Context: an optimization exercise on an open-source flow, tuned for small area, a short achievable clock period and few clock cycles. The choices shown serve that exercise and are no tape-out recipe.

==> inputs of quartz <==
Design gerenciador, start of the top module:
module gerenciador(
    input clk,
    input botao_rst,
    input [31:0] entrada,
    output [31:0] saida
    );
==> module gerenciador, before the edit <==
module gerenciador(
    input clk,
    input botao_rst,
    input [31:0] entrada,
    output [31:0] saida
    );
    wire reset = botao_rst | entrada[29];
    reg        rd;         
    reg        wack;       
    reg        rv;         
    reg [4:0]  cnt;        
    reg [7:0]  dout;       
    reg        clr;        
    reg        phA, phB;   
    wire cap = !rd && !wack && entrada[31];
    reg  [15:0] S;         
    reg  [15:1] C;         
    reg  [4:0]  U;         
    reg  [1:0]  q;         
    localparam [20:0] INIT = 21'h138C80;
    wire [7:0] res = U[4] ? 8'd0 : (|{U[3:0], S[15:8]}) ? 8'd255 : S[7:0];
    always @(posedge clk) begin
        if (reset) begin
            rd <= 1'b0; wack <= 1'b0; rv <= 1'b0;
            cnt <= 5'd0;
            phA <= 1'b0; phB <= 1'b0;
            clr <= 1'b1;
        end else begin
            phA <= cap;
            phB <= phA;
            if (cap) clr <= 1'b0;
            if (!rd) begin
                if (cap) wack <= 1'b1;
                if (wack && !entrada[31]) begin
                    wack <= 1'b0;
                    if (cnt == 5'd24) begin
                        cnt <= 5'd0;
                        rd <= 1'b1;
                        rv <= 1'b1;
                    end else
                        cnt <= cnt + 5'd1;
                end
            end else begin
                if (rv && entrada[30]) begin
                    rv <= 1'b0;
                    if (cnt == 5'd8) begin
                        cnt <= 5'd0;
                        rd <= 1'b0;
                        clr <= 1'b1;
                    end else
                        cnt <= cnt + 5'd1;
                end
                if (!rv && !entrada[30]) begin
                    rv <= 1'b1;
                end
            end
        end
    end
    reg [7:0] p, k;
    always @(posedge clk)
        if (cap) begin
            p <= entrada[7:0];
            k <= entrada[15:8];
        end
    wire [3:0] kA = {k[6], k[4], k[2], k[0]} & {4{phA}};
    wire [2:0] kB = {k[5], k[3], k[1]} & {3{phB}};
    reg  [15:0] row [0:3];
    integer j, b;
    always @(*) begin
        for (j = 0; j < 4; j = j + 1) begin
            row[j] = 16'd0;
            for (b = 0; b < 16; b = b + 1) begin
                if (b - 2*j >= 0 && b - 2*j <= 7)
                    row[j][b] = row[j][b] | (p[b-2*j] & kA[j]);
                if (b - 2*j - 1 >= 0 && b - 2*j - 1 <= 7) begin
                    if (j < 3)
                        row[j][b] = row[j][b] | (p[b-2*j-1] & kB[j]);
                    else
                        row[j][b] = row[j][b] | (phB & ~(k[7] & p[b-7]));
                end
            end
        end
    end
    wire [15:0] s0 = clr ? INIT[15:0] : S;
    wire [15:1] c0 = clr ? 15'd0 : C;
    wire [15:0] sl [0:4];
    wire [16:0] cl [0:4];
    wire [3:0]  co;
    assign sl[0] = s0;
    assign cl[0] = {1'b0, c0, 1'b0};
    genvar gl, gb;
    generate
        for (gl = 1; gl <= 4; gl = gl + 1) begin : lev
            assign cl[gl][0] = 1'b0;
            for (gb = 0; gb < 16; gb = gb + 1) begin : col
                localparam HASROW = (gb >= 2*(gl-1) && gb <= 2*(gl-1) + 8);
                localparam HASC = (gb >= 1) && (gb >= gl - 1);
                if (HASROW && HASC) begin : f
                    fadd u (.a(sl[gl-1][gb]), .b(cl[gl-1][gb]), .c(row[gl-1][gb]),
                            .s(sl[gl][gb]), .co(cl[gl][gb+1]));
                end else if (HASC) begin : h
                    hadd u (.a(sl[gl-1][gb]), .b(cl[gl-1][gb]),
                            .s(sl[gl][gb]), .co(cl[gl][gb+1]));
                end else if (HASROW) begin : hr
                    hadd u (.a(sl[gl-1][gb]), .b(row[gl-1][gb]),
                            .s(sl[gl][gb]), .co(cl[gl][gb+1]));
                end else begin : w
                    assign sl[gl][gb] = sl[gl-1][gb];
                    assign cl[gl][gb+1] = 1'b0;
                end
            end
            assign co[gl-1] = cl[gl][16];
        end
    endgenerate
    always @(posedge clk)
        dout <= (rd && cnt == 5'd4) ? res : 8'd0;
    always @(posedge clk) begin
        S <= sl[4];
        C <= cl[4][15:1];
        q <= clr ? 2'd0 : {(co[0] & co[1]) | (co[0] & co[2]) | (co[0] & co[3]) |
                           (co[1] & co[2]) | (co[1] & co[3]) | (co[2] & co[3]),
                           co[0] ^ co[1] ^ co[2] ^ co[3]};
        U <= clr ? INIT[20:16] : U + {3'd0, q};
    end
    assign saida = {wack, rv, 22'd0, dout};
endmodule
==> module fadd, before the edit <==
module fadd(input a, input b, input c, output s, output co);
    assign s = a ^ b ^ c;
    assign co = (a & b) | (a & c) | (b & c);
endmodule
==> module hadd, before the edit <==
module hadd(input a, input b, output s, output co);
    assign s = a ^ b;
    assign co = a & b;
endmodule
Settings: LEC_CHECK=0, CAP_MARGIN=20, CORE_MARGIN=2, CORE_UTILIZATION=40, SLEW_MARGIN=20, SYNTH_HIERARCHICAL=1, SYNTH_MINIMUM_KEEP_SIZE=0; clock period 10.0 ns.
standard.sh (not shown) runs the stock make flow with config.mk's settings and CLKGATE_MAP_FILE= SYNTH_SCRIPT=/design/flow/synth_recipe.tcl, a recipe that flattens the netlist after the stock synthesis.
==> flow/flow/run.sh <==
#!/bin/bash
# Standard synthesis and layout, with timing repair aimed below the clock period, fast
# port buffers and no dummy clock loads. Each step's output goes to its own log in the
# work folder.
set -euo pipefail
bash standard.sh synth > synth.log 2>&1
export BUFFER_PORTS_ARGS="-buffer_cell sky130_fd_sc_hd__buf_2"
export SETUP_SLACK_MARGIN=7
export CTS_ARGS="-sink_clustering_enable -repair_clock_nets -dont_use_dummy_load -sink_clustering_size 40 -sink_clustering_max_diameter 200"
bash standard.sh finish > layout.log 2>&1
==> violet: changes against quartz <==
==> flow/design.v (replaced) <==
module gerenciador(
    input clk,
    input botao_rst,
    input [31:0] entrada,
    output [31:0] saida
    );
    wire reset = botao_rst | entrada[29];
    reg        rd;         
    reg        wack;       
    reg        rv;         
    reg [4:0]  wcnt;
    reg [3:0]  rcnt;
    reg [7:0]  dout;       
    reg  [7:0] p;
    reg  [7:0] k;
    reg        v1, v2, f1, f2;
    reg signed [15:0] prod;
    reg signed [20:0] acc;
    wire cap = !rd && !wack && entrada[31];
    always @(posedge clk) begin
        if (reset) begin
            rd <= 1'b0; wack <= 1'b0; rv <= 1'b0;
            wcnt <= 5'd0; rcnt <= 4'd0; dout <= 8'd0;
            v1 <= 1'b0; v2 <= 1'b0;
        end else begin
            v1 <= cap;
            v2 <= v1;
            if (!rd) begin
                if (cap) wack <= 1'b1;
                if (wack && !entrada[31]) begin
                    wack <= 1'b0;
                    if (wcnt == 5'd24) begin
                        wcnt <= 5'd0;
                        rd <= 1'b1;
                        rv <= 1'b1;
                        dout <= 8'd0;
                    end else
                        wcnt <= wcnt + 5'd1;
                end
            end else begin
                if (rv && entrada[30]) begin
                    rv <= 1'b0;
                    if (rcnt == 4'd8) begin
                        rcnt <= 4'd0;
                        rd <= 1'b0;
                    end else
                        rcnt <= rcnt + 4'd1;
                end
                if (!rv && !entrada[30]) begin
                    rv <= 1'b1;
                    if (rcnt == 4'd4)
                        dout <= acc[20] ? 8'd0 : (|acc[19:8]) ? 8'd255 : acc[7:0];
                    else
                        dout <= 8'd0;
                end
            end
        end
    end
    always @(posedge clk) begin
        if (cap) begin
            p <= entrada[7:0];
            k <= entrada[15:8];
        end
        f1 <= (wcnt == 5'd0);
        f2 <= f1;
        prod <= $signed({1'b0, p}) * $signed(k);
        if (v2)
            acc <= (f2 ? 21'sd0 : acc) + prod;
    end
    assign saida = {wack, rv, 22'd0, dout};
endmodule
==> flow/run.sh (new file) <==
#!/bin/bash
# synth_recipe.tcl (not shown) runs the flow's synth.tcl, then flattens the netlist and writes it again
# the make line also repeats each setting of config.mk as NAME=value (left out here)
make -C /OpenROAD-flow-scripts/flow DESIGN_CONFIG=/design/flow/config.mk WORK_HOME=/design/flow/orfs CLKGATE_MAP_FILE= SYNTH_SCRIPT=/design/flow/synth_recipe.tcl finish
SYNTH_HIERARCHICAL = not set   (was 1)
SYNTH_MINIMUM_KEEP_SIZE = not set   (was 0)
removed: flow/flow/run.sh
removed: flow/standard.sh
==> comparison table <==
item	quartz	violet
Result of the run	no timing/DRC/antenna violations	no timing/DRC/antenna violations
Count of non-filler cells in the finished layout	491	835
Final min period	2.92 ns	4.47 ns
Number of vias in the routed layout	2345	4159
Met3 capacity usage during global routing	3.23%	3.78%
Total wire length after detailed routing	6.27 mm	11.0 mm
Post-route cell area	4260 µm²	6650 µm²
Root buffer selected by CTS	sky130_fd_sc_hd__clkbuf_8	sky130_fd_sc_hd__clkbuf_16
Sequential cell count of the final layout	70	77
Met3 routed WL	284 µm	375 µm
Via count of the first global-routing pass	2410	4265
Worst EP required	10.23 ns	10.25 ns
Post-synthesis average cell area	11.7 µm²	9.69 µm²
Number of distinct library cells after synthesis	44	53
Signal buffers	31	32
DRT met1 WL	3.09 mm	5.15 mm
Register fraction of the total cell area	36.8%	28.8%
Min-delay src	S[4]	f1
Std-Cell Core Area	9680 µm²	14500 µm²
Maximum number of pins on one net before global-route repair	37	22
Multi-input logic cell count	239	466
Number of fill cells in the layout	946	1406
FF-to-FF Start	phA	k[7]
Number of nets in the layout	458	782
Depth of the worst register-to-register path	6	14
Share of synthesized area occupied by flip-flops and latches	39.4%	32.0%
Arrival time of data at the critical path endpoint	3.15 ns	4.71 ns
Function was not checked in any run of this note: the RTL went through the layout flow alone.

==> separate check: timing with driven ports <==
Ports are ideal in the flow. The routed layouts listed here were re-timed in OpenROAD. Step 1 assumes that a clkbuf_16 drives the clock port and a buf_2 every other input. Step 2, shift: input delay + t, output delay - t, t = (earliest + latest rising clock arrival at the registers) / 2. This alone moves slack from input paths to output paths. Three values: ideal, step 1, step 2; two values: the first two.
| run | shift t [ns] | setup slack, ns | worst setup path at the end | latest minus earliest clock arrival (ns) |
|---|---|---|---|---|
| quartz | 0.372 | 7.077 / 7.076 / 6.868 | input to register | 0.019 / 0.020 |
| violet | 0.383 | 5.532 / 5.532 / 5.532 | register to register | 0.010 / 0.010 |
After both steps setup and hold are still met in every run listed. The setup slack of quartz, which loses most, moves by -0.001 ns with the drivers and by -0.209 ns with both steps.
